Source: an optimization exercise on an open RTL-to-GDS flow (aim: small area, a short achievable clock period and few clock cycles per item). Production flows keep margins and buffers that such runs may drop.
In this exercise RTL edits were held to simulation tests only and were not proved equivalent to the original.
Power is estimated from default activity; no workload was simulated.

## job 9463
Design alu_unit, start of the top module:
module alu_unit (
    input             clk,
    input             rst,
    input             in_valid,
    output            in_ready,
    input      [3:0]  op,
    input      [31:0] a,
    input      [31:0] b,
    output            out_valid,
    output     [63:0] result
);
    localparam OP_AND = 4'd0, OP_OR = 4'd1, OP_ADD = 4'd2, OP_SUB = 4'd3,
               OP_NEG = 4'd4, OP_NOT = 4'd5, OP_SHL = 4'd6, OP_SHR = 4'd7,
               OP_ROL = 4'd8, OP_ROR = 4'd9, OP_MUL = 4'd10, OP_DIV = 4'd11;
    reg [31:0] ra, rb;
    reg [63:0] rr;
    reg [5:0]  cnt;
    reg        rdy, rdy_o, ov;
    reg        bprev, sgn_a, sgn_q;
    reg s_first, s_mul, s_dalign, s_diter, s_dfixr, s_dfixq;
    reg f_and, f_or, f_not, f_add, f_subneg, f_shl, f_shr, f_rot, f_rneg,
        f_mul, f_div;
    reg xs_acc, xs_rp, xs_a, xs_lo, xinv, xsgn_a, mm_mul, mm_p1, mm_m1,
        m_signed, m_first, xs_one;
    assign in_ready  = rdy_o;
    assign out_valid = ov;
    assign result    = rr;
    wire accept = in_valid & rdy;
    function [5:0] lzc32;
        input [31:0] x;
        reg [1:0] c2 [0:15]; reg z2 [0:15];
        reg [2:0] c4 [0:7];  reg z4 [0:7];
  ...
For scale: ~2,800 cells after synthesis, roughly 140 I/O pins, ~20,000 um^2 of cells after synthesis.
clock: 85.0 ns
lec_check: 0
abc_area: 1
cap_margin: 10
core_margin: 2
core_utilization: 50
gpl_timing_driven: 0
slew_margin: 10
standard.sh (not shown) runs the stock make flow with config.mk's settings and CLKGATE_MAP_FILE= SYNTH_SCRIPT=/design/flow/synth_recipe.tcl, a recipe that flattens the netlist after the stock synthesis.
==> flow/flow/run.sh <==
#!/bin/bash
# The standard layout (standard synthesis and ORFS steps unchanged) with
# two differences: the port buffers are buf_1 cells instead of the default
# delay buffer, and after the floorplan the flip-flops that drive the result
# port get the next drive strength of the same cell (dfxtp_1 -> dfxtp_2).
set -euo pipefail
export BUFFER_PORTS_ARGS="-buffer_cell sky130_fd_sc_hd__buf_1"
RES=orfs/results/${FLOW_PLATFORM}/alu_unit/base
bash standard.sh synth > synth.log 2>&1
bash standard.sh floorplan > floorplan.log 2>&1
cat > upsize.tcl <<EOS
read_liberty $FLOW_HOME/platforms/$FLOW_PLATFORM/lib/sky130_fd_sc_hd__tt_025C_1v80.lib
read_db $RES/2_floorplan.odb
set n 0
foreach inst [get_cells rr*] {
  set m [get_property \$inst ref_name]
  if {\$m eq "sky130_fd_sc_hd__dfxtp_1"} {
    replace_cell \$inst sky130_fd_sc_hd__dfxtp_2
    incr n
  }
}
puts "upsized \$n result flip-flops"
write_db $RES/2_floorplan.odb
EOS
openroad -no_init -exit upsize.tcl > upsize.log 2>&1
bash standard.sh place > place.log 2>&1
bash standard.sh cts > cts.log 2>&1
bash standard.sh route > route.log 2>&1
bash standard.sh finish > finish.log 2>&1
STATUS run=job 9463 STAGES=ALL_DONE FINAL_CHECKS=FAILED CAUSE=max-capacitance violations, max-slew violations
Testbench counts of job 9463, summed over its fixed seeds: cycles 40,837, items 24,000.
Relative to job 9463, the following input files were edited for job 4517:
- clearing GPL_TIMING_DRIVEN, which used to be 0
- putting PLACE_DENSITY at 0.75 where nothing was set
- swapping 10 for 15 in CAP_MARGIN
## What came out
Job 4517: no failed stages, no open violations at the end. Compared job 4517 vs job 9463, and worst hold-check slack is down in job 4517. Diff job 9463 -> job 4517 | net switching power figure | down slightly. Job 4517 vs job 9463 on worst path setup slack after routing: job 4517 is the higher one.


== job 8865 ==
alu_unit, a different RTL version from the one above (not shown whole).
Size in the first run: ~2700 cells after synthesis, ~0.022 mm^2 of cells after synthesis.
==> flow/config.mk <==
export PLATFORM = sky130hd
export DESIGN_NAME = alu_unit
export DESIGN_NICKNAME = alu_unit
export VERILOG_FILES = /design/flow/design.v
export SDC_FILE = /design/flow/constraint.sdc
export NUM_CORES = 4
export LEC_CHECK = 0
export CAP_MARGIN = 20
export CORE_MARGIN = 2
export CORE_UTILIZATION = 40
export SLEW_MARGIN = 20
==> flow/constraint.sdc <==
create_clock -name core_clock -period 85.0 [get_ports {clk}]
set_input_delay 17.0000 -clock core_clock [delete_from_list [all_inputs] [get_ports {clk}]]
set_output_delay 17.0000 -clock core_clock [all_outputs]
set_load 0.01 [all_outputs]
==> flow/flow/run.sh <==
#!/bin/bash
set -euo pipefail
export BUFFER_PORTS_ARGS="-buffer_cell sky130_fd_sc_hd__buf_2"
bash standard.sh synth > synth.log 2>&1
bash standard.sh floorplan > floorplan.log 2>&1
bash standard.sh place > place.log 2>&1
bash standard.sh cts > cts.log 2>&1
bash standard.sh route > route.log 2>&1
bash standard.sh finish > finish.log 2>&1
Testbench counts of job 8865, summed over its fixed seeds: cycles 40,837, items 24,000.
The following lists how job 8828 was set up differently from job 8865:
diff --git a/flow/config.mk b/flow/config.mk
--- a/flow/config.mk
+++ b/flow/config.mk
@@ -8 +8,2 @@
-export CAP_MARGIN = 20
+export ABC_AREA = 1
+export CAP_MARGIN = 0
@@ -11 +12 @@
-export SLEW_MARGIN = 20
+export SLEW_MARGIN = 0
--- outcome ---
Looking at overall power consumption, job 8828 sits above job 8865. The worst hold slack after final layout of job 8828 was inferior to that of job 8865. Die area delta for job 8828 relative to job 8865: 2.2% lower. Sequential cell area share ended up 0.39 points higher on job 8828 than on job 8865. Peak per-stage delay on the critical path, job 8828 and job 8865: larger value in job 8865. Post-synthesis to final-layout area growth delta (job 8865 -> job 8828): insignificant.
Modified inputs, job 2441 compared to job 8828
==> flow/run.sh (new file) <==
#!/bin/bash
# synth_recipe.tcl (not shown) runs the flow's synth.tcl, then flattens the netlist and writes it again
# the make line also repeats each setting of config.mk as NAME=value (left out here)
make -C /OpenROAD-flow-scripts/flow DESIGN_CONFIG=/design/flow/config.mk WORK_HOME=/design/flow/orfs CLKGATE_MAP_FILE= SYNTH_SCRIPT=/design/flow/synth_recipe.tcl finish
diff --git a/flow/config.mk b/flow/config.mk
--- a/flow/config.mk
+++ b/flow/config.mk
@@ -8,2 +8 @@
-export ABC_AREA = 1
-export CAP_MARGIN = 0
+export CAP_MARGIN = 20
@@ -12 +11 @@
-export SLEW_MARGIN = 0
+export SLEW_MARGIN = 20
removed: flow/flow/run.sh
removed: flow/standard.sh
Findings:
- simple AND/OR/NAND/NOR gates as the largest family of logic cells by synthesized area was reported by job 8828, and compound AO/OA/AOI/OAI gates by job 2441.
- Against job 8828, cell area in job 2441 rose by a few percent.
- Proportion of power drawn by combinational gates in job 2441 vs job 8828: down 11 points
- Job 2441 vs. job 8828: worst slew margin relative to its limit went down by 4.7 points; fraction of area in multi-input gates picked up an extra 1.6 points.
- In job 2441, sequential cell area share is lower than in job 8828.

## separate check: timing with driven ports
In the flow no input, the clock included, has a driving cell. The finished layouts below were timed again as built, in two steps. Step 1 (the two cells are an assumption about what drives the block):
set clk [get_ports {clk}]
set_driving_cell -lib_cell sky130_fd_sc_hd__clkbuf_16 $clk
set_driving_cell -lib_cell sky130_fd_sc_hd__buf_2 [delete_from_list [all_inputs] $clk]
Step 2 moves the port delays by t, midway between the first and last clock arrival at a register: inputs arrive t later, outputs are due t later. That takes back most of the time a late clock gives input paths. Three values: no drivers, after step 1, after step 2; two values: the first two.
run | t (ns) | setup slack, ns | clock arrival spread, ns
job 9463 | 0.533 | 66.731 / 66.677 / 66.918 | 0.025 / 0.024
job 4517 | 0.528 | 66.770 / 66.712 / 67.009 | 0.019 / 0.019
job 8865 | 0.556 | 66.607 / 66.546 / 66.582 | 0.014 / 0.013
job 8828 | 0.565 | 66.628 / 66.566 / 66.931 | 0.016 / 0.017
job 2441 | 0.572 | 66.218 / 66.152 / 66.055 | 0.020 / 0.020
The setup slack of job 2441, which loses most, moves by -0.066 ns with the drivers and by -0.163 ns with both steps.
